Context: an optimization exercise on an open-source flow, tuned for small area. The choices shown serve that exercise and are no tape-out recipe.
Function not checked in this run: the RTL went through the layout flow alone.
No activity file was given, so power comes from the tool's default toggle rates.

===== config.mk =====
export PLATFORM = sky130hd
export DESIGN_NAME = NV_soDLA_CACC_calculator_for_check
export DESIGN_NICKNAME = NV_soDLA_CACC_calculator_for_check
export VERILOG_FILES = /design/flow/design.v
export SDC_FILE = /design/flow/constraint.sdc
export NUM_CORES = 8
export LEC_CHECK = 0
export CAP_MARGIN = 20
export CORE_AREA = 10 10 1890 250
export DIE_AREA = 0 0 1900 260
export PLACE_DENSITY = 0.62
export SLEW_MARGIN = 20
export SYNTH_HIERARCHICAL = 1

===== constraint.sdc =====
create_clock -name core_clock -period 10.0 [get_ports {nvdla_core_clk}]
set_input_delay 2.0000 -clock core_clock [delete_from_list [all_inputs] [get_ports {nvdla_core_clk}]]
set_output_delay 2.0000 -clock core_clock [all_outputs]
set_load 0.01 [all_outputs]

===== design.v =====
module NV_soDLA_CACC_calculator_for_check(
  input           nvdla_core_clk,
  input           nvdla_core_rstn,
  input  [1087:0] abuf_rd_data,
  output          abuf_wr_en,
  output [5:0]    abuf_wr_addr,
  output [1087:0] abuf_wr_data,
  output          dlv_valid,
  output          dlv_mask,
  output [1023:0] dlv_data,
  output [1:0]    dlv_pd,
  input           accu_ctrl_valid,
  input  [12:0]   accu_ctrl_pd,
  input           accu_ctrl_ram_valid,
  input  [4:0]    cfg_truncate,
  input  [21:0]   mac_a2accu_data0,
  input  [21:0]   mac_a2accu_data1,
  input  [21:0]   mac_a2accu_data2,
  input  [21:0]   mac_a2accu_data3,
  input  [21:0]   mac_a2accu_data4,
  input  [21:0]   mac_a2accu_data5,
  input  [21:0]   mac_a2accu_data6,
  input  [21:0]   mac_a2accu_data7,
  input  [21:0]   mac_a2accu_data8,
  input  [21:0]   mac_a2accu_data9,
  input  [21:0]   mac_a2accu_data10,
  input  [21:0]   mac_a2accu_data11,
  input  [21:0]   mac_a2accu_data12,
  input  [21:0]   mac_a2accu_data13,
  input  [21:0]   mac_a2accu_data14,
  input  [21:0]   mac_a2accu_data15,
  input  [15:0]   mac_a2accu_mask,
  input           mac_a2accu_mode,
  input           mac_a2accu_pvld,
  input  [21:0]   mac_b2accu_data0,
  input  [21:0]   mac_b2accu_data1,
  input  [21:0]   mac_b2accu_data2,
  input  [21:0]   mac_b2accu_data3,
  input  [21:0]   mac_b2accu_data4,
  input  [21:0]   mac_b2accu_data5,
  input  [21:0]   mac_b2accu_data6,
  input  [21:0]   mac_b2accu_data7,
  input  [21:0]   mac_b2accu_data8,
  input  [21:0]   mac_b2accu_data9,
  input  [21:0]   mac_b2accu_data10,
  input  [21:0]   mac_b2accu_data11,
  input  [21:0]   mac_b2accu_data12,
  input  [21:0]   mac_b2accu_data13,
  input  [21:0]   mac_b2accu_data14,
  input  [21:0]   mac_b2accu_data15,
  input  [15:0]   mac_b2accu_mask,
  input           mac_b2accu_mode,
  input           mac_b2accu_pvld,
  output [31:0]   dp2reg_sat_count
);
  wire [703:0] in_data = {mac_b2accu_data15,mac_b2accu_data14,mac_b2accu_data13,mac_b2accu_data12,mac_b2accu_data11,mac_b2accu_data10,mac_b2accu_data9,mac_b2accu_data8,mac_b2accu_data7,mac_b2accu_data6,mac_b2accu_data5,mac_b2accu_data4,mac_b2accu_data3,mac_b2accu_data2,mac_b2accu_data1,mac_b2accu_data0,mac_a2accu_data15,mac_a2accu_data14,mac_a2accu_data13,mac_a2accu_data12,mac_a2accu_data11,mac_a2accu_data10,mac_a2accu_data9,mac_a2accu_data8,mac_a2accu_data7,mac_a2accu_data6,mac_a2accu_data5,mac_a2accu_data4,mac_a2accu_data3,mac_a2accu_data2,mac_a2accu_data1,mac_a2accu_data0};
  wire [31:0] in_mask = {mac_b2accu_mask, mac_a2accu_mask};
  wire        rst = ~nvdla_core_rstn;
  reg  [5:0]  ctl_addr;
  reg         ctl_stripe_end, ctl_channel_end, ctl_layer_end;
  always @(posedge nvdla_core_clk) begin
    if (rst) begin
      ctl_addr <= 6'h0; ctl_stripe_end <= 1'b0; ctl_channel_end <= 1'b0; ctl_layer_end <= 1'b0;
    end else if (accu_ctrl_valid) begin
      ctl_addr <= accu_ctrl_pd[5:0];
      ctl_stripe_end <= accu_ctrl_pd[9];
      ctl_channel_end <= accu_ctrl_pd[10];
      ctl_layer_end <= accu_ctrl_pd[11];
    end
  end
  reg v1, v2, calc_valid;
  reg wr1, wr2, wr3, dl1, dl2, dl3;
  always @(posedge nvdla_core_clk) begin
    if (rst) begin
      v1 <= 1'b0; v2 <= 1'b0; calc_valid <= 1'b0;
      wr1 <= 1'b0; wr2 <= 1'b0; wr3 <= 1'b0;
      dl1 <= 1'b0; dl2 <= 1'b0; dl3 <= 1'b0;
    end else begin
      v1 <= mac_a2accu_pvld | mac_b2accu_pvld;
      v2 <= v1;
      calc_valid <= v2;
      wr1 <= calc_valid & ~ctl_channel_end;
      wr2 <= wr1;
      wr3 <= wr2;
      dl1 <= calc_valid & ctl_channel_end;
      dl2 <= dl1;
      dl3 <= dl2;
    end
  end
  reg [5:0] f1, f2, f3;
  always @(posedge nvdla_core_clk) begin
    f1 <= {ctl_addr[5:2], ctl_channel_end ? {ctl_layer_end, ctl_stripe_end} : ctl_addr[1:0]};
    f2 <= f1;
    f3 <= f2;
  end
  reg [4:0] t2, t3;
  always @(posedge nvdla_core_clk) begin
    t2 <= cfg_truncate;
    t3 <= t2;
  end
  reg a1s, b1s, c1s, c2s, e1s, e2s;
  integer ti;
  always @(*) begin
    ti = t3;
    a1s = (ti >= 18); if (a1s) ti = ti - 18;
    b1s = (ti >= 9);  if (b1s) ti = ti - 9;
    c1s = (ti >= 3) && (ti < 6);
    c2s = (ti >= 6);
    e1s = (ti % 3) == 1;
    e2s = (ti % 3) == 2;
  end
  wire sa0 = ~a1s, sa1 = a1s, sb0 = ~b1s, sb1 = b1s;
  wire sc0 = ~(c1s | c2s), sc1 = c1s, sc2 = c2s, sc0n = c1s | c2s;
  wire se0n = e1s | e2s, se1n = ~e1s, se2n = ~e2s;
  wire st0 = (t3 == 5'd0), st1 = (t3 == 5'd1), st2 = (t3 == 5'd2);
  wire [29:0] sw;
  genvar gw;
  generate for (gw = 0; gw < 30; gw = gw + 1) begin : swin
    assign sw[gw] = ({1'b0, t3} >= gw + 2) && ({1'b0, t3} <= gw + 16);
  end endgenerate
  reg  [1183:0] r1;
  reg  [1087:0] r2, r3;
  wire [1183:0] q0;
  wire [1087:0] q1;
  wire [1023:0] fdata;
  wire [31:0]   fsat;
  genvar gi;
  generate
    for (gi = 0; gi < 32; gi = gi + 1) begin : lane
      cacc_lane_in  u_in  (.d(in_data[22*gi +: 22]), .op(abuf_rd_data[34*gi +: 34]), .m(in_mask[gi]),
                           .mr(in_mask[gi] & accu_ctrl_ram_valid), .q(q0[37*gi +: 37]));
      cacc_lane_s2  u_s2  (.q(r1[37*gi +: 37]), .y(q1[34*gi +: 34]));
      cacc_lane_fin u_fin (.x(r3[34*gi +: 34]), .a0(sa0), .a1(sa1), .b0(sb0), .b1(sb1),
                           .c0(sc0), .c1(sc1), .c2(sc2), .c0n(sc0n), .e0n(se0n), .e1n(se1n), .e2n(se2n),
                           .t0(st0), .t1(st1), .t2(st2), .w(sw), .f(fdata[32*gi +: 32]), .ns(fsat[gi]));
    end
  endgenerate
  always @(posedge nvdla_core_clk) begin
    r1 <= q0;
    r2 <= q1;
    r3 <= r2;
  end
  reg        prev_end;
  reg [31:0] sat_count;
  wire       cur_end = f3[1] & f3[0];
  wire       sat_clr = ~cur_end & prev_end;
  reg  [5:0] sat_sum;
  integer k;
  always @(*) begin
    sat_sum = 6'h0;
    for (k = 0; k < 32; k = k + 1) sat_sum = sat_sum + {5'h0, fsat[k]};
  end
  wire [32:0] sat_add = {1'b0, sat_count} + {27'h0, sat_sum};
  always @(posedge nvdla_core_clk) begin
    if (rst) begin
      prev_end <= 1'b1;
      sat_count <= 32'h0;
    end else if (dl3) begin
      prev_end <= cur_end;
      sat_count <= sat_clr ? {26'h0, sat_sum} : (sat_add[32] ? 32'hffffffff : sat_add[31:0]);
    end
  end
  assign abuf_wr_en = wr3;
  assign abuf_wr_addr = f3;
  assign abuf_wr_data = r3;
  assign dlv_valid = dl3;
  assign dlv_mask = dl3;
  assign dlv_data = fdata;
  assign dlv_pd = f3[1:0];
  assign dp2reg_sat_count = sat_count;
endmodule
module cacc_lane_in (
  input [21:0] d,
  input [33:0] op,
  input m,
  input mr,
  output [36:0] q
);
  wire [20:0] dn;
  wire [21:0] on;
  wire [9:0] cn0;
  wire [9:0] cn11;
  k_nand2 u1 (.a(m), .b(d[0]), .y(dn[0]));
  k_nand2 u2 (.a(m), .b(d[1]), .y(dn[1]));
  k_nand2 u3 (.a(m), .b(d[2]), .y(dn[2]));
  k_nand2 u4 (.a(m), .b(d[3]), .y(dn[3]));
  k_nand2 u5 (.a(m), .b(d[4]), .y(dn[4]));
  k_nand2 u6 (.a(m), .b(d[5]), .y(dn[5]));
  k_nand2 u7 (.a(m), .b(d[6]), .y(dn[6]));
  k_nand2 u8 (.a(m), .b(d[7]), .y(dn[7]));
  k_nand2 u9 (.a(m), .b(d[8]), .y(dn[8]));
  k_nand2 u10 (.a(m), .b(d[9]), .y(dn[9]));
  k_nand2 u11 (.a(m), .b(d[10]), .y(dn[10]));
  k_nand2 u12 (.a(m), .b(d[11]), .y(dn[11]));
  k_nand2 u13 (.a(m), .b(d[12]), .y(dn[12]));
  k_nand2 u14 (.a(m), .b(d[13]), .y(dn[13]));
  k_nand2 u15 (.a(m), .b(d[14]), .y(dn[14]));
  k_nand2 u16 (.a(m), .b(d[15]), .y(dn[15]));
  k_nand2 u17 (.a(m), .b(d[16]), .y(dn[16]));
  k_nand2 u18 (.a(m), .b(d[17]), .y(dn[17]));
  k_nand2 u19 (.a(m), .b(d[18]), .y(dn[18]));
  k_nand2 u20 (.a(m), .b(d[19]), .y(dn[19]));
  k_nand2 u21 (.a(m), .b(d[20]), .y(dn[20]));
  k_nand2 u22 (.a(m), .b(d[21]), .y(q[36]));
  k_nand2 u23 (.a(mr), .b(op[0]), .y(on[0]));
  k_nand2 u24 (.a(mr), .b(op[1]), .y(on[1]));
  k_nand2 u25 (.a(mr), .b(op[2]), .y(on[2]));
  k_nand2 u26 (.a(mr), .b(op[3]), .y(on[3]));
  k_nand2 u27 (.a(mr), .b(op[4]), .y(on[4]));
  k_nand2 u28 (.a(mr), .b(op[5]), .y(on[5]));
  k_nand2 u29 (.a(mr), .b(op[6]), .y(on[6]));
  k_nand2 u30 (.a(mr), .b(op[7]), .y(on[7]));
  k_nand2 u31 (.a(mr), .b(op[8]), .y(on[8]));
  k_nand2 u32 (.a(mr), .b(op[9]), .y(on[9]));
  k_nand2 u33 (.a(mr), .b(op[10]), .y(on[10]));
  k_nand2 u34 (.a(mr), .b(op[11]), .y(on[11]));
  k_nand2 u35 (.a(mr), .b(op[12]), .y(on[12]));
  k_nand2 u36 (.a(mr), .b(op[13]), .y(on[13]));
  k_nand2 u37 (.a(mr), .b(op[14]), .y(on[14]));
  k_nand2 u38 (.a(mr), .b(op[15]), .y(on[15]));
  k_nand2 u39 (.a(mr), .b(op[16]), .y(on[16]));
  k_nand2 u40 (.a(mr), .b(op[17]), .y(on[17]));
  k_nand2 u41 (.a(mr), .b(op[18]), .y(on[18]));
  k_nand2 u42 (.a(mr), .b(op[19]), .y(on[19]));
  k_nand2 u43 (.a(mr), .b(op[20]), .y(on[20]));
  k_nand2 u44 (.a(mr), .b(op[21]), .y(on[21]));
  k_nand2 u45 (.a(mr), .b(op[22]), .y(q[24]));
  k_nand2 u46 (.a(mr), .b(op[23]), .y(q[25]));
  k_nand2 u47 (.a(mr), .b(op[24]), .y(q[26]));
  k_nand2 u48 (.a(mr), .b(op[25]), .y(q[27]));
  k_nand2 u49 (.a(mr), .b(op[26]), .y(q[28]));
  k_nand2 u50 (.a(mr), .b(op[27]), .y(q[29]));
  k_nand2 u51 (.a(mr), .b(op[28]), .y(q[30]));
  k_nand2 u52 (.a(mr), .b(op[29]), .y(q[31]));
  k_nand2 u53 (.a(mr), .b(op[30]), .y(q[32]));
  k_nand2 u54 (.a(mr), .b(op[31]), .y(q[33]));
  k_nand2 u55 (.a(mr), .b(op[32]), .y(q[34]));
  k_nand2 u56 (.a(mr), .b(op[33]), .y(q[35]));
  k_xnor2 u57 (.a(dn[0]), .b(on[0]), .y(q[0]));
  k_or2 u58 (.a(dn[0]), .b(on[0]), .y(cn0[0]));
  k_fa u59 (.a(dn[1]), .b(on[1]), .ci(cn0[0]), .s(q[1]), .co(cn0[1]));
  k_fa u60 (.a(dn[2]), .b(on[2]), .ci(cn0[1]), .s(q[2]), .co(cn0[2]));
  k_fa u61 (.a(dn[3]), .b(on[3]), .ci(cn0[2]), .s(q[3]), .co(cn0[3]));
  k_fa u62 (.a(dn[4]), .b(on[4]), .ci(cn0[3]), .s(q[4]), .co(cn0[4]));
  k_fa u63 (.a(dn[5]), .b(on[5]), .ci(cn0[4]), .s(q[5]), .co(cn0[5]));
  k_fa u64 (.a(dn[6]), .b(on[6]), .ci(cn0[5]), .s(q[6]), .co(cn0[6]));
  k_fa u65 (.a(dn[7]), .b(on[7]), .ci(cn0[6]), .s(q[7]), .co(cn0[7]));
  k_fa u66 (.a(dn[8]), .b(on[8]), .ci(cn0[7]), .s(q[8]), .co(cn0[8]));
  k_fa u67 (.a(dn[9]), .b(on[9]), .ci(cn0[8]), .s(q[9]), .co(cn0[9]));
  k_fa u68 (.a(dn[10]), .b(on[10]), .ci(cn0[9]), .s(q[10]), .co(q[11]));
  k_xnor2 u69 (.a(dn[11]), .b(on[11]), .y(q[12]));
  k_or2 u70 (.a(dn[11]), .b(on[11]), .y(cn11[0]));
  k_fa u71 (.a(dn[12]), .b(on[12]), .ci(cn11[0]), .s(q[13]), .co(cn11[1]));
  k_fa u72 (.a(dn[13]), .b(on[13]), .ci(cn11[1]), .s(q[14]), .co(cn11[2]));
  k_fa u73 (.a(dn[14]), .b(on[14]), .ci(cn11[2]), .s(q[15]), .co(cn11[3]));
  k_fa u74 (.a(dn[15]), .b(on[15]), .ci(cn11[3]), .s(q[16]), .co(cn11[4]));
  k_fa u75 (.a(dn[16]), .b(on[16]), .ci(cn11[4]), .s(q[17]), .co(cn11[5]));
  k_fa u76 (.a(dn[17]), .b(on[17]), .ci(cn11[5]), .s(q[18]), .co(cn11[6]));
  k_fa u77 (.a(dn[18]), .b(on[18]), .ci(cn11[6]), .s(q[19]), .co(cn11[7]));
  k_fa u78 (.a(dn[19]), .b(on[19]), .ci(cn11[7]), .s(q[20]), .co(cn11[8]));
  k_fa u79 (.a(dn[20]), .b(on[20]), .ci(cn11[8]), .s(q[21]), .co(cn11[9]));
  k_fa u80 (.a(q[36]), .b(on[21]), .ci(cn11[9]), .s(q[22]), .co(q[23]));
endmodule
module cacc_lane_s2 (
  input [36:0] q,
  output [33:0] y
);
  wire [11:0] kn;
  wire [10:0] mn;
  wire u;
  wire usn;
  wire decn;
  wire [12:0] hn;
  wire [12:0] hc;
  wire ovf;
  wire qs;
  assign kn[0] = q[11];
  k_xnor2 u1 (.a(q[12]), .b(kn[0]), .y(mn[0]));
  k_or2 u2 (.a(q[12]), .b(kn[0]), .y(kn[1]));
  k_xnor2 u3 (.a(q[13]), .b(kn[1]), .y(mn[1]));
  k_or2 u4 (.a(q[13]), .b(kn[1]), .y(kn[2]));
  k_xnor2 u5 (.a(q[14]), .b(kn[2]), .y(mn[2]));
  k_or2 u6 (.a(q[14]), .b(kn[2]), .y(kn[3]));
  k_xnor2 u7 (.a(q[15]), .b(kn[3]), .y(mn[3]));
  k_or2 u8 (.a(q[15]), .b(kn[3]), .y(kn[4]));
  k_xnor2 u9 (.a(q[16]), .b(kn[4]), .y(mn[4]));
  k_or2 u10 (.a(q[16]), .b(kn[4]), .y(kn[5]));
  k_xnor2 u11 (.a(q[17]), .b(kn[5]), .y(mn[5]));
  k_or2 u12 (.a(q[17]), .b(kn[5]), .y(kn[6]));
  k_xnor2 u13 (.a(q[18]), .b(kn[6]), .y(mn[6]));
  k_or2 u14 (.a(q[18]), .b(kn[6]), .y(kn[7]));
  k_xnor2 u15 (.a(q[19]), .b(kn[7]), .y(mn[7]));
  k_or2 u16 (.a(q[19]), .b(kn[7]), .y(kn[8]));
  k_xnor2 u17 (.a(q[20]), .b(kn[8]), .y(mn[8]));
  k_or2 u18 (.a(q[20]), .b(kn[8]), .y(kn[9]));
  k_xnor2 u19 (.a(q[21]), .b(kn[9]), .y(mn[9]));
  k_or2 u20 (.a(q[21]), .b(kn[9]), .y(kn[10]));
  k_xnor2 u21 (.a(q[22]), .b(kn[10]), .y(mn[10]));
  k_or2 u22 (.a(q[22]), .b(kn[10]), .y(kn[11]));
  k_nand2 u23 (.a(q[23]), .b(kn[11]), .y(u));
  k_xor2 u24 (.a(u), .b(q[36]), .y(usn));
  k_or2 u25 (.a(u), .b(q[36]), .y(decn));
  k_xnor2 u26 (.a(q[24]), .b(usn), .y(hn[0]));
  k_or2 u27 (.a(q[24]), .b(usn), .y(hc[1]));
  k_fa u28 (.a(q[25]), .b(decn), .ci(hc[1]), .s(hn[1]), .co(hc[2]));
  k_fa u29 (.a(q[26]), .b(decn), .ci(hc[2]), .s(hn[2]), .co(hc[3]));
  k_fa u30 (.a(q[27]), .b(decn), .ci(hc[3]), .s(hn[3]), .co(hc[4]));
  k_fa u31 (.a(q[28]), .b(decn), .ci(hc[4]), .s(hn[4]), .co(hc[5]));
  k_fa u32 (.a(q[29]), .b(decn), .ci(hc[5]), .s(hn[5]), .co(hc[6]));
  k_fa u33 (.a(q[30]), .b(decn), .ci(hc[6]), .s(hn[6]), .co(hc[7]));
  k_fa u34 (.a(q[31]), .b(decn), .ci(hc[7]), .s(hn[7]), .co(hc[8]));
  k_fa u35 (.a(q[32]), .b(decn), .ci(hc[8]), .s(hn[8]), .co(hc[9]));
  k_fa u36 (.a(q[33]), .b(decn), .ci(hc[9]), .s(hn[9]), .co(hc[10]));
  k_fa u37 (.a(q[34]), .b(decn), .ci(hc[10]), .s(hn[10]), .co(hc[11]));
  k_fa u38 (.a(q[35]), .b(decn), .ci(hc[11]), .s(hn[11]), .co(hc[12]));
  k_xor3 u39 (.a(q[35]), .b(decn), .c(hc[12]), .y(hn[12]));
  k_xor2 u40 (.a(hn[12]), .b(hn[11]), .y(ovf));
  k_nand2 u41 (.a(ovf), .b(hn[12]), .y(qs));
  k_o21ai u42 (.a1(ovf), .a2(q[0]), .b1(qs), .y(y[0]));
  k_o21ai u43 (.a1(ovf), .a2(q[1]), .b1(qs), .y(y[1]));
  k_o21ai u44 (.a1(ovf), .a2(q[2]), .b1(qs), .y(y[2]));
  k_o21ai u45 (.a1(ovf), .a2(q[3]), .b1(qs), .y(y[3]));
  k_o21ai u46 (.a1(ovf), .a2(q[4]), .b1(qs), .y(y[4]));
  k_o21ai u47 (.a1(ovf), .a2(q[5]), .b1(qs), .y(y[5]));
  k_o21ai u48 (.a1(ovf), .a2(q[6]), .b1(qs), .y(y[6]));
  k_o21ai u49 (.a1(ovf), .a2(q[7]), .b1(qs), .y(y[7]));
  k_o21ai u50 (.a1(ovf), .a2(q[8]), .b1(qs), .y(y[8]));
  k_o21ai u51 (.a1(ovf), .a2(q[9]), .b1(qs), .y(y[9]));
  k_o21ai u52 (.a1(ovf), .a2(q[10]), .b1(qs), .y(y[10]));
  k_o21ai u53 (.a1(ovf), .a2(mn[0]), .b1(qs), .y(y[11]));
  k_o21ai u54 (.a1(ovf), .a2(mn[1]), .b1(qs), .y(y[12]));
  k_o21ai u55 (.a1(ovf), .a2(mn[2]), .b1(qs), .y(y[13]));
  k_o21ai u56 (.a1(ovf), .a2(mn[3]), .b1(qs), .y(y[14]));
  k_o21ai u57 (.a1(ovf), .a2(mn[4]), .b1(qs), .y(y[15]));
  k_o21ai u58 (.a1(ovf), .a2(mn[5]), .b1(qs), .y(y[16]));
  k_o21ai u59 (.a1(ovf), .a2(mn[6]), .b1(qs), .y(y[17]));
  k_o21ai u60 (.a1(ovf), .a2(mn[7]), .b1(qs), .y(y[18]));
  k_o21ai u61 (.a1(ovf), .a2(mn[8]), .b1(qs), .y(y[19]));
  k_o21ai u62 (.a1(ovf), .a2(mn[9]), .b1(qs), .y(y[20]));
  k_o21ai u63 (.a1(ovf), .a2(mn[10]), .b1(qs), .y(y[21]));
  k_o21ai u64 (.a1(ovf), .a2(hn[0]), .b1(qs), .y(y[22]));
  k_o21ai u65 (.a1(ovf), .a2(hn[1]), .b1(qs), .y(y[23]));
  k_o21ai u66 (.a1(ovf), .a2(hn[2]), .b1(qs), .y(y[24]));
  k_o21ai u67 (.a1(ovf), .a2(hn[3]), .b1(qs), .y(y[25]));
  k_o21ai u68 (.a1(ovf), .a2(hn[4]), .b1(qs), .y(y[26]));
  k_o21ai u69 (.a1(ovf), .a2(hn[5]), .b1(qs), .y(y[27]));
  k_o21ai u70 (.a1(ovf), .a2(hn[6]), .b1(qs), .y(y[28]));
  k_o21ai u71 (.a1(ovf), .a2(hn[7]), .b1(qs), .y(y[29]));
  k_o21ai u72 (.a1(ovf), .a2(hn[8]), .b1(qs), .y(y[30]));
  k_o21ai u73 (.a1(ovf), .a2(hn[9]), .b1(qs), .y(y[31]));
  k_o21ai u74 (.a1(ovf), .a2(hn[10]), .b1(qs), .y(y[32]));
  k_inv u75 (.a(hn[12]), .y(y[33]));
endmodule
module cacc_lane_fin (
  input [33:0] x,
  input a0,
  input a1,
  input b0,
  input b1,
  input c0,
  input c1,
  input c2,
  input c0n,
  input e0n,
  input e1n,
  input e2n,
  input t0,
  input t1,
  input t2,
  input [29:0] w,
  output [31:0] f,
  output ns
);
  wire sn;
  wire k1;
  wire k2;
  wire k3;
  wire e0g;
  wire e1g;
  wire e2g;
  wire p5;
  wire cy0;
  wire nns;
  wire y31g;
  wire pk0;
  wire [34:0] z1n;
  wire [34:0] z2;
  wire [34:0] z3n;
  wire [32:0] y;
  wire [9:0] sq;
  wire [2:0] sp;
  wire [32:0] cy;
  k_inv u1 (.a(x[33]), .y(sn));
  k_nand2 u2 (.a(a1), .b(sn), .y(k1));
  k_nand2 u3 (.a(b1), .b(x[33]), .y(k2));
  k_or2 u4 (.a(c0), .b(x[33]), .y(k3));
  k_nand2 u5 (.a(a1), .b(x[17]), .y(z1n[0]));
  k_o22ai u6 (.a1(a1), .a2(x[0]), .b1(a0), .b2(x[18]), .y(z1n[1]));
  k_o22ai u7 (.a1(a1), .a2(x[1]), .b1(a0), .b2(x[19]), .y(z1n[2]));
  k_o22ai u8 (.a1(a1), .a2(x[2]), .b1(a0), .b2(x[20]), .y(z1n[3]));
  k_o22ai u9 (.a1(a1), .a2(x[3]), .b1(a0), .b2(x[21]), .y(z1n[4]));
  k_o22ai u10 (.a1(a1), .a2(x[4]), .b1(a0), .b2(x[22]), .y(z1n[5]));
  k_o22ai u11 (.a1(a1), .a2(x[5]), .b1(a0), .b2(x[23]), .y(z1n[6]));
  k_o22ai u12 (.a1(a1), .a2(x[6]), .b1(a0), .b2(x[24]), .y(z1n[7]));
  k_o22ai u13 (.a1(a1), .a2(x[7]), .b1(a0), .b2(x[25]), .y(z1n[8]));
  k_o22ai u14 (.a1(a1), .a2(x[8]), .b1(a0), .b2(x[26]), .y(z1n[9]));
  k_o22ai u15 (.a1(a1), .a2(x[9]), .b1(a0), .b2(x[27]), .y(z1n[10]));
  k_o22ai u16 (.a1(a1), .a2(x[10]), .b1(a0), .b2(x[28]), .y(z1n[11]));
  k_o22ai u17 (.a1(a1), .a2(x[11]), .b1(a0), .b2(x[29]), .y(z1n[12]));
  k_o22ai u18 (.a1(a1), .a2(x[12]), .b1(a0), .b2(x[30]), .y(z1n[13]));
  k_o22ai u19 (.a1(a1), .a2(x[13]), .b1(a0), .b2(x[31]), .y(z1n[14]));
  k_o22ai u20 (.a1(a1), .a2(x[14]), .b1(a0), .b2(x[32]), .y(z1n[15]));
  k_o22ai u21 (.a1(a1), .a2(x[15]), .b1(a0), .b2(x[33]), .y(z1n[16]));
  k_o21ai u22 (.a1(a1), .a2(x[16]), .b1(k1), .y(z1n[17]));
  k_o21ai u23 (.a1(a1), .a2(x[17]), .b1(k1), .y(z1n[18]));
  k_o21ai u24 (.a1(a1), .a2(x[18]), .b1(k1), .y(z1n[19]));
  k_o21ai u25 (.a1(a1), .a2(x[19]), .b1(k1), .y(z1n[20]));
  k_o21ai u26 (.a1(a1), .a2(x[20]), .b1(k1), .y(z1n[21]));
  k_o21ai u27 (.a1(a1), .a2(x[21]), .b1(k1), .y(z1n[22]));
  k_o21ai u28 (.a1(a1), .a2(x[22]), .b1(k1), .y(z1n[23]));
  k_o21ai u29 (.a1(a1), .a2(x[23]), .b1(k1), .y(z1n[24]));
  k_o21ai u30 (.a1(a1), .a2(x[24]), .b1(k1), .y(z1n[25]));
  k_o21ai u31 (.a1(a1), .a2(x[25]), .b1(k1), .y(z1n[26]));
  k_o21ai u32 (.a1(a1), .a2(x[26]), .b1(k1), .y(z1n[27]));
  k_o21ai u33 (.a1(a1), .a2(x[27]), .b1(k1), .y(z1n[28]));
  k_o21ai u34 (.a1(a1), .a2(x[28]), .b1(k1), .y(z1n[29]));
  k_o21ai u35 (.a1(a1), .a2(x[29]), .b1(k1), .y(z1n[30]));
  k_o21ai u36 (.a1(a1), .a2(x[30]), .b1(k1), .y(z1n[31]));
  k_o21ai u37 (.a1(a1), .a2(x[31]), .b1(k1), .y(z1n[32]));
  k_o21ai u38 (.a1(a1), .a2(x[32]), .b1(k1), .y(z1n[33]));
  k_o21ai u39 (.a1(a1), .a2(x[33]), .b1(k1), .y(z1n[34]));
  k_o22ai u40 (.a1(b1), .a2(z1n[0]), .b1(b0), .b2(z1n[9]), .y(z2[0]));
  k_o22ai u41 (.a1(b1), .a2(z1n[1]), .b1(b0), .b2(z1n[10]), .y(z2[1]));
  k_o22ai u42 (.a1(b1), .a2(z1n[2]), .b1(b0), .b2(z1n[11]), .y(z2[2]));
  k_o22ai u43 (.a1(b1), .a2(z1n[3]), .b1(b0), .b2(z1n[12]), .y(z2[3]));
  k_o22ai u44 (.a1(b1), .a2(z1n[4]), .b1(b0), .b2(z1n[13]), .y(z2[4]));
  k_o22ai u45 (.a1(b1), .a2(z1n[5]), .b1(b0), .b2(z1n[14]), .y(z2[5]));
  k_o22ai u46 (.a1(b1), .a2(z1n[6]), .b1(b0), .b2(z1n[15]), .y(z2[6]));
  k_o22ai u47 (.a1(b1), .a2(z1n[7]), .b1(b0), .b2(z1n[16]), .y(z2[7]));
  k_o22ai u48 (.a1(b1), .a2(z1n[8]), .b1(b0), .b2(z1n[17]), .y(z2[8]));
  k_o22ai u49 (.a1(b1), .a2(z1n[9]), .b1(b0), .b2(z1n[18]), .y(z2[9]));
  k_o22ai u50 (.a1(b1), .a2(z1n[10]), .b1(b0), .b2(z1n[19]), .y(z2[10]));
  k_o22ai u51 (.a1(b1), .a2(z1n[11]), .b1(b0), .b2(z1n[20]), .y(z2[11]));
  k_o22ai u52 (.a1(b1), .a2(z1n[12]), .b1(b0), .b2(z1n[21]), .y(z2[12]));
  k_o22ai u53 (.a1(b1), .a2(z1n[13]), .b1(b0), .b2(z1n[22]), .y(z2[13]));
  k_o22ai u54 (.a1(b1), .a2(z1n[14]), .b1(b0), .b2(z1n[23]), .y(z2[14]));
  k_o22ai u55 (.a1(b1), .a2(z1n[15]), .b1(b0), .b2(z1n[24]), .y(z2[15]));
  k_o22ai u56 (.a1(b1), .a2(z1n[16]), .b1(b0), .b2(z1n[25]), .y(z2[16]));
  k_o22ai u57 (.a1(b1), .a2(z1n[17]), .b1(b0), .b2(z1n[26]), .y(z2[17]));
  k_o22ai u58 (.a1(b1), .a2(z1n[18]), .b1(b0), .b2(z1n[27]), .y(z2[18]));
  k_o22ai u59 (.a1(b1), .a2(z1n[19]), .b1(b0), .b2(z1n[28]), .y(z2[19]));
  k_o22ai u60 (.a1(b1), .a2(z1n[20]), .b1(b0), .b2(z1n[29]), .y(z2[20]));
  k_o22ai u61 (.a1(b1), .a2(z1n[21]), .b1(b0), .b2(z1n[30]), .y(z2[21]));
  k_o22ai u62 (.a1(b1), .a2(z1n[22]), .b1(b0), .b2(z1n[31]), .y(z2[22]));
  k_o22ai u63 (.a1(b1), .a2(z1n[23]), .b1(b0), .b2(z1n[32]), .y(z2[23]));
  k_o22ai u64 (.a1(b1), .a2(z1n[24]), .b1(b0), .b2(z1n[33]), .y(z2[24]));
  k_o22ai u65 (.a1(b1), .a2(z1n[25]), .b1(b0), .b2(z1n[34]), .y(z2[25]));
  k_o21ai u66 (.a1(b1), .a2(z1n[26]), .b1(k2), .y(z2[26]));
  k_o21ai u67 (.a1(b1), .a2(z1n[27]), .b1(k2), .y(z2[27]));
  k_o21ai u68 (.a1(b1), .a2(z1n[28]), .b1(k2), .y(z2[28]));
  k_o21ai u69 (.a1(b1), .a2(z1n[29]), .b1(k2), .y(z2[29]));
  k_o21ai u70 (.a1(b1), .a2(z1n[30]), .b1(k2), .y(z2[30]));
  k_o21ai u71 (.a1(b1), .a2(z1n[31]), .b1(k2), .y(z2[31]));
  k_o21ai u72 (.a1(b1), .a2(z1n[32]), .b1(k2), .y(z2[32]));
  k_o21ai u73 (.a1(b1), .a2(z1n[33]), .b1(k2), .y(z2[33]));
  k_o21ai u74 (.a1(b1), .a2(z1n[34]), .b1(k2), .y(z2[34]));
  k_a222oi u75 (.a1(c0), .a2(z2[0]), .b1(c1), .b2(z2[3]), .c1(c2), .c2(z2[6]), .y(z3n[0]));
  k_a222oi u76 (.a1(c0), .a2(z2[1]), .b1(c1), .b2(z2[4]), .c1(c2), .c2(z2[7]), .y(z3n[1]));
  k_a222oi u77 (.a1(c0), .a2(z2[2]), .b1(c1), .b2(z2[5]), .c1(c2), .c2(z2[8]), .y(z3n[2]));
  k_a222oi u78 (.a1(c0), .a2(z2[3]), .b1(c1), .b2(z2[6]), .c1(c2), .c2(z2[9]), .y(z3n[3]));
  k_a222oi u79 (.a1(c0), .a2(z2[4]), .b1(c1), .b2(z2[7]), .c1(c2), .c2(z2[10]), .y(z3n[4]));
  k_a222oi u80 (.a1(c0), .a2(z2[5]), .b1(c1), .b2(z2[8]), .c1(c2), .c2(z2[11]), .y(z3n[5]));
  k_a222oi u81 (.a1(c0), .a2(z2[6]), .b1(c1), .b2(z2[9]), .c1(c2), .c2(z2[12]), .y(z3n[6]));
  k_a222oi u82 (.a1(c0), .a2(z2[7]), .b1(c1), .b2(z2[10]), .c1(c2), .c2(z2[13]), .y(z3n[7]));
  k_a222oi u83 (.a1(c0), .a2(z2[8]), .b1(c1), .b2(z2[11]), .c1(c2), .c2(z2[14]), .y(z3n[8]));
  k_a222oi u84 (.a1(c0), .a2(z2[9]), .b1(c1), .b2(z2[12]), .c1(c2), .c2(z2[15]), .y(z3n[9]));
  k_a222oi u85 (.a1(c0), .a2(z2[10]), .b1(c1), .b2(z2[13]), .c1(c2), .c2(z2[16]), .y(z3n[10]));
  k_a222oi u86 (.a1(c0), .a2(z2[11]), .b1(c1), .b2(z2[14]), .c1(c2), .c2(z2[17]), .y(z3n[11]));
  k_a222oi u87 (.a1(c0), .a2(z2[12]), .b1(c1), .b2(z2[15]), .c1(c2), .c2(z2[18]), .y(z3n[12]));
  k_a222oi u88 (.a1(c0), .a2(z2[13]), .b1(c1), .b2(z2[16]), .c1(c2), .c2(z2[19]), .y(z3n[13]));
  k_a222oi u89 (.a1(c0), .a2(z2[14]), .b1(c1), .b2(z2[17]), .c1(c2), .c2(z2[20]), .y(z3n[14]));
  k_a222oi u90 (.a1(c0), .a2(z2[15]), .b1(c1), .b2(z2[18]), .c1(c2), .c2(z2[21]), .y(z3n[15]));
  k_a222oi u91 (.a1(c0), .a2(z2[16]), .b1(c1), .b2(z2[19]), .c1(c2), .c2(z2[22]), .y(z3n[16]));
  k_a222oi u92 (.a1(c0), .a2(z2[17]), .b1(c1), .b2(z2[20]), .c1(c2), .c2(z2[23]), .y(z3n[17]));
  k_a222oi u93 (.a1(c0), .a2(z2[18]), .b1(c1), .b2(z2[21]), .c1(c2), .c2(z2[24]), .y(z3n[18]));
  k_a222oi u94 (.a1(c0), .a2(z2[19]), .b1(c1), .b2(z2[22]), .c1(c2), .c2(z2[25]), .y(z3n[19]));
  k_a222oi u95 (.a1(c0), .a2(z2[20]), .b1(c1), .b2(z2[23]), .c1(c2), .c2(z2[26]), .y(z3n[20]));
  k_a222oi u96 (.a1(c0), .a2(z2[21]), .b1(c1), .b2(z2[24]), .c1(c2), .c2(z2[27]), .y(z3n[21]));
  k_a222oi u97 (.a1(c0), .a2(z2[22]), .b1(c1), .b2(z2[25]), .c1(c2), .c2(z2[28]), .y(z3n[22]));
  k_a222oi u98 (.a1(c0), .a2(z2[23]), .b1(c1), .b2(z2[26]), .c1(c2), .c2(z2[29]), .y(z3n[23]));
  k_a222oi u99 (.a1(c0), .a2(z2[24]), .b1(c1), .b2(z2[27]), .c1(c2), .c2(z2[30]), .y(z3n[24]));
  k_a222oi u100 (.a1(c0), .a2(z2[25]), .b1(c1), .b2(z2[28]), .c1(c2), .c2(z2[31]), .y(z3n[25]));
  k_a222oi u101 (.a1(c0), .a2(z2[26]), .b1(c1), .b2(z2[29]), .c1(c2), .c2(z2[32]), .y(z3n[26]));
  k_a222oi u102 (.a1(c0), .a2(z2[27]), .b1(c1), .b2(z2[30]), .c1(c2), .c2(z2[33]), .y(z3n[27]));
  k_a222oi u103 (.a1(c0), .a2(z2[28]), .b1(c1), .b2(z2[31]), .c1(c2), .c2(z2[34]), .y(z3n[28]));
  k_a222oi u104 (.a1(c0), .a2(z2[29]), .b1(c1), .b2(z2[32]), .c1(c2), .c2(x[33]), .y(z3n[29]));
  k_a222oi u105 (.a1(c0), .a2(z2[30]), .b1(c1), .b2(z2[33]), .c1(c2), .c2(x[33]), .y(z3n[30]));
  k_a222oi u106 (.a1(c0), .a2(z2[31]), .b1(c1), .b2(z2[34]), .c1(c2), .c2(x[33]), .y(z3n[31]));
  k_o21ai u107 (.a1(c0n), .a2(z2[32]), .b1(k3), .y(z3n[32]));
  k_o21ai u108 (.a1(c0n), .a2(z2[33]), .b1(k3), .y(z3n[33]));
  k_o21ai u109 (.a1(c0n), .a2(z2[34]), .b1(k3), .y(z3n[34]));
  k_nor2 u110 (.a(e0n), .b(ns), .y(e0g));
  k_nor2 u111 (.a(e1n), .b(ns), .y(e1g));
  k_nor2 u112 (.a(e2n), .b(ns), .y(e2g));
  k_a222oi u113 (.a1(e0g), .a2(z3n[0]), .b1(e1g), .b2(z3n[1]), .c1(e2g), .c2(z3n[2]), .y(y[0]));
  k_a222oi u114 (.a1(e0g), .a2(z3n[1]), .b1(e1g), .b2(z3n[2]), .c1(e2g), .c2(z3n[3]), .y(y[1]));
  k_a222oi u115 (.a1(e0g), .a2(z3n[2]), .b1(e1g), .b2(z3n[3]), .c1(e2g), .c2(z3n[4]), .y(y[2]));
  k_a222oi u116 (.a1(e0g), .a2(z3n[3]), .b1(e1g), .b2(z3n[4]), .c1(e2g), .c2(z3n[5]), .y(y[3]));
  k_a222oi u117 (.a1(e0g), .a2(z3n[4]), .b1(e1g), .b2(z3n[5]), .c1(e2g), .c2(z3n[6]), .y(y[4]));
  k_a222oi u118 (.a1(e0g), .a2(z3n[5]), .b1(e1g), .b2(z3n[6]), .c1(e2g), .c2(z3n[7]), .y(y[5]));
  k_a222oi u119 (.a1(e0g), .a2(z3n[6]), .b1(e1g), .b2(z3n[7]), .c1(e2g), .c2(z3n[8]), .y(y[6]));
  k_a222oi u120 (.a1(e0g), .a2(z3n[7]), .b1(e1g), .b2(z3n[8]), .c1(e2g), .c2(z3n[9]), .y(y[7]));
  k_a222oi u121 (.a1(e0g), .a2(z3n[8]), .b1(e1g), .b2(z3n[9]), .c1(e2g), .c2(z3n[10]), .y(y[8]));
  k_a222oi u122 (.a1(e0g), .a2(z3n[9]), .b1(e1g), .b2(z3n[10]), .c1(e2g), .c2(z3n[11]), .y(y[9]));
  k_a222oi u123 (.a1(e0g), .a2(z3n[10]), .b1(e1g), .b2(z3n[11]), .c1(e2g), .c2(z3n[12]), .y(y[10]));
  k_a222oi u124 (.a1(e0g), .a2(z3n[11]), .b1(e1g), .b2(z3n[12]), .c1(e2g), .c2(z3n[13]), .y(y[11]));
  k_a222oi u125 (.a1(e0g), .a2(z3n[12]), .b1(e1g), .b2(z3n[13]), .c1(e2g), .c2(z3n[14]), .y(y[12]));
  k_a222oi u126 (.a1(e0g), .a2(z3n[13]), .b1(e1g), .b2(z3n[14]), .c1(e2g), .c2(z3n[15]), .y(y[13]));
  k_a222oi u127 (.a1(e0g), .a2(z3n[14]), .b1(e1g), .b2(z3n[15]), .c1(e2g), .c2(z3n[16]), .y(y[14]));
  k_a222oi u128 (.a1(e0g), .a2(z3n[15]), .b1(e1g), .b2(z3n[16]), .c1(e2g), .c2(z3n[17]), .y(y[15]));
  k_a222oi u129 (.a1(e0g), .a2(z3n[16]), .b1(e1g), .b2(z3n[17]), .c1(e2g), .c2(z3n[18]), .y(y[16]));
  k_a222oi u130 (.a1(e0g), .a2(z3n[17]), .b1(e1g), .b2(z3n[18]), .c1(e2g), .c2(z3n[19]), .y(y[17]));
  k_a222oi u131 (.a1(e0g), .a2(z3n[18]), .b1(e1g), .b2(z3n[19]), .c1(e2g), .c2(z3n[20]), .y(y[18]));
  k_a222oi u132 (.a1(e0g), .a2(z3n[19]), .b1(e1g), .b2(z3n[20]), .c1(e2g), .c2(z3n[21]), .y(y[19]));
  k_a222oi u133 (.a1(e0g), .a2(z3n[20]), .b1(e1g), .b2(z3n[21]), .c1(e2g), .c2(z3n[22]), .y(y[20]));
  k_a222oi u134 (.a1(e0g), .a2(z3n[21]), .b1(e1g), .b2(z3n[22]), .c1(e2g), .c2(z3n[23]), .y(y[21]));
  k_a222oi u135 (.a1(e0g), .a2(z3n[22]), .b1(e1g), .b2(z3n[23]), .c1(e2g), .c2(z3n[24]), .y(y[22]));
  k_a222oi u136 (.a1(e0g), .a2(z3n[23]), .b1(e1g), .b2(z3n[24]), .c1(e2g), .c2(z3n[25]), .y(y[23]));
  k_a222oi u137 (.a1(e0g), .a2(z3n[24]), .b1(e1g), .b2(z3n[25]), .c1(e2g), .c2(z3n[26]), .y(y[24]));
  k_a222oi u138 (.a1(e0g), .a2(z3n[25]), .b1(e1g), .b2(z3n[26]), .c1(e2g), .c2(z3n[27]), .y(y[25]));
  k_a222oi u139 (.a1(e0g), .a2(z3n[26]), .b1(e1g), .b2(z3n[27]), .c1(e2g), .c2(z3n[28]), .y(y[26]));
  k_a222oi u140 (.a1(e0g), .a2(z3n[27]), .b1(e1g), .b2(z3n[28]), .c1(e2g), .c2(z3n[29]), .y(y[27]));
  k_a222oi u141 (.a1(e0g), .a2(z3n[28]), .b1(e1g), .b2(z3n[29]), .c1(e2g), .c2(z3n[30]), .y(y[28]));
  k_a222oi u142 (.a1(e0g), .a2(z3n[29]), .b1(e1g), .b2(z3n[30]), .c1(e2g), .c2(z3n[31]), .y(y[29]));
  k_a222oi u143 (.a1(e0g), .a2(z3n[30]), .b1(e1g), .b2(z3n[31]), .c1(e2g), .c2(z3n[32]), .y(y[30]));
  k_a222oi u144 (.a1(e0g), .a2(z3n[31]), .b1(e1g), .b2(z3n[32]), .c1(e2g), .c2(z3n[33]), .y(y[31]));
  k_a222oi u145 (.a1(e0g), .a2(z3n[32]), .b1(e1g), .b2(z3n[33]), .c1(e2g), .c2(z3n[34]), .y(y[32]));
  k_a222oi u146 (.a1(x[0]), .a2(w[0]), .b1(x[1]), .b2(w[1]), .c1(x[2]), .c2(w[2]), .y(sq[0]));
  k_a222oi u147 (.a1(x[3]), .a2(w[3]), .b1(x[4]), .b2(w[4]), .c1(x[5]), .c2(w[5]), .y(sq[1]));
  k_a222oi u148 (.a1(x[6]), .a2(w[6]), .b1(x[7]), .b2(w[7]), .c1(x[8]), .c2(w[8]), .y(sq[2]));
  k_a222oi u149 (.a1(x[9]), .a2(w[9]), .b1(x[10]), .b2(w[10]), .c1(x[11]), .c2(w[11]), .y(sq[3]));
  k_a222oi u150 (.a1(x[12]), .a2(w[12]), .b1(x[13]), .b2(w[13]), .c1(x[14]), .c2(w[14]), .y(sq[4]));
  k_a222oi u151 (.a1(x[15]), .a2(w[15]), .b1(x[16]), .b2(w[16]), .c1(x[17]), .c2(w[17]), .y(sq[5]));
  k_a222oi u152 (.a1(x[18]), .a2(w[18]), .b1(x[19]), .b2(w[19]), .c1(x[20]), .c2(w[20]), .y(sq[6]));
  k_a222oi u153 (.a1(x[21]), .a2(w[21]), .b1(x[22]), .b2(w[22]), .c1(x[23]), .c2(w[23]), .y(sq[7]));
  k_a222oi u154 (.a1(x[24]), .a2(w[24]), .b1(x[25]), .b2(w[25]), .c1(x[26]), .c2(w[26]), .y(sq[8]));
  k_a222oi u155 (.a1(x[27]), .a2(w[27]), .b1(x[28]), .b2(w[28]), .c1(x[29]), .c2(w[29]), .y(sq[9]));
  k_nand4 u156 (.a(sq[0]), .b(sq[1]), .c(sq[2]), .d(sq[3]), .y(sp[0]));
  k_nand4 u157 (.a(sq[4]), .b(sq[5]), .c(sq[6]), .d(sq[7]), .y(sp[1]));
  k_nand3 u158 (.a(sq[8]), .b(sq[9]), .c(x[33]), .y(sp[2]));
  k_o31a u159 (.a1(sp[0]), .a2(sp[1]), .a3(sp[2]), .b1(y[0]), .y(p5));
  cacc_lane_fg u160 (.x(x), .t0(t0), .t1(t1), .t2(t2), .p5(p5), .ns(ns), .cy0(cy0));
  k_inv u161 (.a(ns), .y(nns));
  assign cy[0] = cy0;
  k_ha u162 (.a(y[1]), .b(cy[0]), .s(f[0]), .co(cy[1]));
  k_ha u163 (.a(y[2]), .b(cy[1]), .s(f[1]), .co(cy[2]));
  k_ha u164 (.a(y[3]), .b(cy[2]), .s(f[2]), .co(cy[3]));
  k_ha u165 (.a(y[4]), .b(cy[3]), .s(f[3]), .co(cy[4]));
  k_ha u166 (.a(y[5]), .b(cy[4]), .s(f[4]), .co(cy[5]));
  k_ha u167 (.a(y[6]), .b(cy[5]), .s(f[5]), .co(cy[6]));
  k_ha u168 (.a(y[7]), .b(cy[6]), .s(f[6]), .co(cy[7]));
  k_ha u169 (.a(y[8]), .b(cy[7]), .s(f[7]), .co(cy[8]));
  k_ha u170 (.a(y[9]), .b(cy[8]), .s(f[8]), .co(cy[9]));
  k_ha u171 (.a(y[10]), .b(cy[9]), .s(f[9]), .co(cy[10]));
  k_ha u172 (.a(y[11]), .b(cy[10]), .s(f[10]), .co(cy[11]));
  k_ha u173 (.a(y[12]), .b(cy[11]), .s(f[11]), .co(cy[12]));
  k_ha u174 (.a(y[13]), .b(cy[12]), .s(f[12]), .co(cy[13]));
  k_ha u175 (.a(y[14]), .b(cy[13]), .s(f[13]), .co(cy[14]));
  k_ha u176 (.a(y[15]), .b(cy[14]), .s(f[14]), .co(cy[15]));
  k_xor2 u177 (.a(y[16]), .b(cy[15]), .y(f[15]));
  k_ha u178 (.a(y[17]), .b(cy[16]), .s(f[16]), .co(cy[17]));
  k_ha u179 (.a(y[18]), .b(cy[17]), .s(f[17]), .co(cy[18]));
  k_ha u180 (.a(y[19]), .b(cy[18]), .s(f[18]), .co(cy[19]));
  k_ha u181 (.a(y[20]), .b(cy[19]), .s(f[19]), .co(cy[20]));
  k_ha u182 (.a(y[21]), .b(cy[20]), .s(f[20]), .co(cy[21]));
  k_ha u183 (.a(y[22]), .b(cy[21]), .s(f[21]), .co(cy[22]));
  k_ha u184 (.a(y[23]), .b(cy[22]), .s(f[22]), .co(cy[23]));
  k_ha u185 (.a(y[24]), .b(cy[23]), .s(f[23]), .co(cy[24]));
  k_ha u186 (.a(y[25]), .b(cy[24]), .s(f[24]), .co(cy[25]));
  k_ha u187 (.a(y[26]), .b(cy[25]), .s(f[25]), .co(cy[26]));
  k_ha u188 (.a(y[27]), .b(cy[26]), .s(f[26]), .co(cy[27]));
  k_ha u189 (.a(y[28]), .b(cy[27]), .s(f[27]), .co(cy[28]));
  k_ha u190 (.a(y[29]), .b(cy[28]), .s(f[28]), .co(cy[29]));
  k_ha u191 (.a(y[30]), .b(cy[29]), .s(f[29]), .co(cy[30]));
  k_ha u192 (.a(y[31]), .b(cy[30]), .s(f[30]), .co(cy[31]));
  k_and2 u193 (.a(y[32]), .b(nns), .y(y31g));
  k_xor2 u194 (.a(y31g), .b(cy[31]), .y(f[31]));
  cacc_and16 u195 (.a(y[16:1]), .y(pk0));
  k_and2 u196 (.a(cy0), .b(pk0), .y(cy[16]));
endmodule
module cacc_lane_fg (input [33:0] x, input t0, input t1, input t2, input p5, output ns, output cy0);
  wire s = x[33];
  wire ovf = (t0 & ~((x[33] == x[32]) & (x[32] == x[31]))) | (t1 & (x[33] ^ x[32]));
  wire a31 = &x[31:1];
  wire cc = ~s & ((t1 & a31 & x[0]) | (t2 & a31 & x[32]));
  assign ns = ovf | cc;
  assign cy0 = ns ? s : p5;
endmodule
module cacc_and16 (input [15:0] a, output y); assign y = &a; endmodule
module k_inv (input a, output y); assign y = ~a; endmodule
module k_nand2 (input a, input b, output y); assign y = ~(a & b); endmodule
module k_nor2 (input a, input b, output y); assign y = ~(a | b); endmodule
module k_or2 (input a, input b, output y); assign y = a | b; endmodule
module k_and2 (input a, input b, output y); assign y = a & b; endmodule
module k_xor2 (input a, input b, output y); assign y = a ^ b; endmodule
module k_xnor2 (input a, input b, output y); assign y = ~(a ^ b); endmodule
module k_nand3 (input a, input b, input c, output y); assign y = ~(a & b & c); endmodule
module k_nand4 (input a, input b, input c, input d, output y); assign y = ~(a & b & c & d); endmodule
module k_o21ai (input a1, input a2, input b1, output y); assign y = ~((a1 | a2) & b1); endmodule
module k_o22ai (input a1, input a2, input b1, input b2, output y); assign y = ~((a1 | a2) & (b1 | b2)); endmodule
module k_o31a (input a1, input a2, input a3, input b1, output y); assign y = (a1 | a2 | a3) & b1; endmodule
module k_a222oi (input a1, input a2, input b1, input b2, input c1, input c2, output y); assign y = ~((a1 & a2) | (b1 & b2) | (c1 & c2)); endmodule
module k_ha (input a, input b, output s, output co); assign s = a ^ b; assign co = a & b; endmodule
module k_fa (input a, input b, input ci, output s, output co); assign s = a ^ b ^ ci; assign co = (a & b) | (ci & (a ^ b)); endmodule
module k_xor3 (input a, input b, input c, output y); assign y = a ^ b ^ c; endmodule

===== run.sh =====
#!/bin/bash
# synth_recipe.tcl (not shown) runs the flow's synth.tcl, then flattens the netlist and writes it again
# the make line also repeats each setting of config.mk as NAME=value (left out here)
make -C /OpenROAD-flow-scripts/flow DESIGN_CONFIG=/design/flow/config.mk WORK_HOME=/design/flow/orfs CLKGATE_MAP_FILE= SYNTH_SCRIPT=/design/flow/synth_recipe.tcl finish

==> Flow_metrics.wiki <==
{| class="wikitable"
! Metric !! Value
|-
| Total routing usage reported by global routing || 63.02%
|-
| Number of buffers created by CTS || 225
|-
| First Err || [ERROR GRT-0116] Global routing finished with congestion. Check the congestion regions in the DRC Viewer.
|-
| Buffer levels on the longest clock path || 5
|-
| Synth Area per Inst || 10.51 µm²
|-
| Via count of the first global-routing pass || 206000
|-
| Synthesized area || 0.1745 mm²
|-
| Clock sink count || 3439
|-
| Number of ports placed on the die boundary || 4005
|-
| Routability congestion estimate || 1.513
|-
| Share of the yosys chip area belonging to registers || 39.46%
|-
| Buffers added on ports || 3998
|-
| Largest net degree at the start of global routing || 133
|-
| Status || stopped before the end
|-
| Cell taking the most area after synthesis || dfxtp_1
|-
| Seq cells post-synth || 3439
|-
| Half-perimeter wire length of the detailed placement result || 1353000 µm
|-
| Step where the flow halted || 5_1_grt
|-
| Count of mapped cells out of synthesis || 16600
|-
| Gr ovfl total || 164
|-
| Leading post-synthesis cells by cell area || dfxtp_1 39%, a222oi_1 14%, fa_1 12%
|-
| Std cell rows || 87
|-
| Initial standard-cell utilization of the core || 39.23%
|-
| Number of placed cells counting well taps || 29870
|-
| Wire length of the first global-routing pass || 2086000 µm
|-
| Post-Syn Nets || 20460
|-
| Cell at the root of the clock tree || clkbuf_16
|-
| Width of the chip || 1900 µm
|-
| Ys flop type || dfxtp_1
|-
| Proportion of synthesized flip-flops having asynchronous set or reset || 0%
|-
| Warnings from Yosys || 7
|-
| Number of enable flip-flop cells after synthesis || 0
|-
| Die Y || 260 µm
|-
| Fraction of post-synthesis cell area in the top cell type by area || 39.46%
|-
| Post-synth cell types || 114
|-
| Number of buffers inserted by hold repair at cts || 0
|-
| CTS H-tree depth || 4
|}
## how the worst min path moves through the flow
stage               endpoint  depth (start not counted)  slack (ns)
floorplan              t3[1]                          0        0.31
global placement     r3[151]                          0        0.31
detailed placement   r3[209]                          0        0.31
CTS                  r3[670]                          0        0.27
## routing by layer
metal	global-route usage, %	GRT overflow
met5	46.14	7
met3	63.02	96
met1	73.65	61
met4	28.49	0
met2	67.31	0
## power groups by stage
stage	combinational (mW)	clock (mW)	sequential, mW
floorplan	39.0	0	19.1
global placement	103	0	20.6
CTS	107	10.9	20.3
detailed placement	103	0	20.6
## Yosys cell counts, types with 17 or more instances
cell type / instances
a311o_1: 34
xor2_1: 138
a31oi_1: 20
nand4_1: 430
a21oi_1: 91
xor3_1: 32
mux2i_1: 17
clkbuf_1: 50
a222oi_1: 2400
dfxtp_1: 3439
nor3_1: 65
nand4b_1: 33
nor2b_1: 20
xnor2_1: 485
nand2b_1: 49
nor2_1: 300
o21ai_1: 2023
and2_1: 113
a22oi_1: 35
or2_1: 517
fa_1: 1017
a31o_1: 36
nand2_1: 2103
nand3_1: 106
ha_1: 996
nor4_1: 48
o22ai_1: 1355
o31a_1: 34
o21ai_0: 67
nor4_2: 32
and3_1: 24
a211oi_1: 42
or3_1: 24
inv_1: 183
## per-stage QoR
step,setup slack (ns),power (mW),cell area [µm²]
floorplan,-45.62,58.10,180200
global placement,-8.872,124.0,256400
detailed placement,-8.771,124.1,256400
CTS,-8.566,138.3,267600
## kinds of logic after synthesis
kind of cell             count (synthesis)  share of synthesized area (%)
AO/OA/AOI/OAI                         6308                          26.77
AND/OR/NAND/NOR                       3905                          10.65
flip-flops                            3439                          39.46
adder cells (fa/ha/maj)               2013                          18.81
XOR/XNOR                               656                          3.573
buffers and inverters                  253                         0.5701
multiplexers                            26                         0.1592
## Yosys stat by module (local to each module, per instance), excerpt
module        area [µm²]  flops+latches  times used
k_xor3             23.77              0          32
cacc_lane_fg       127.6              0          32
k_o22ai            6.256              0        1344
k_fa               20.02              0         992
k_nand2            3.754              0        1952
k_o21ai            5.005              0        2016
cacc_and16         37.54              0          32
k_a222oi           10.01              0        2400
k_inv              3.754              0          96
k_nand3            5.005              0          32
k_nand4            6.256              0          64
k_xor2             8.758              0         128
k_o31a             8.758              0          32
k_or2              6.256              0         512
k_xnor2            8.758              0         448
k_and2             6.256              0          64
## what timing repair did
action / in CTS
gates cloned: 14
pin swaps: 258
setup endpoints to repair: 1056
gates resized for setup: 669
buffers inserted: 124
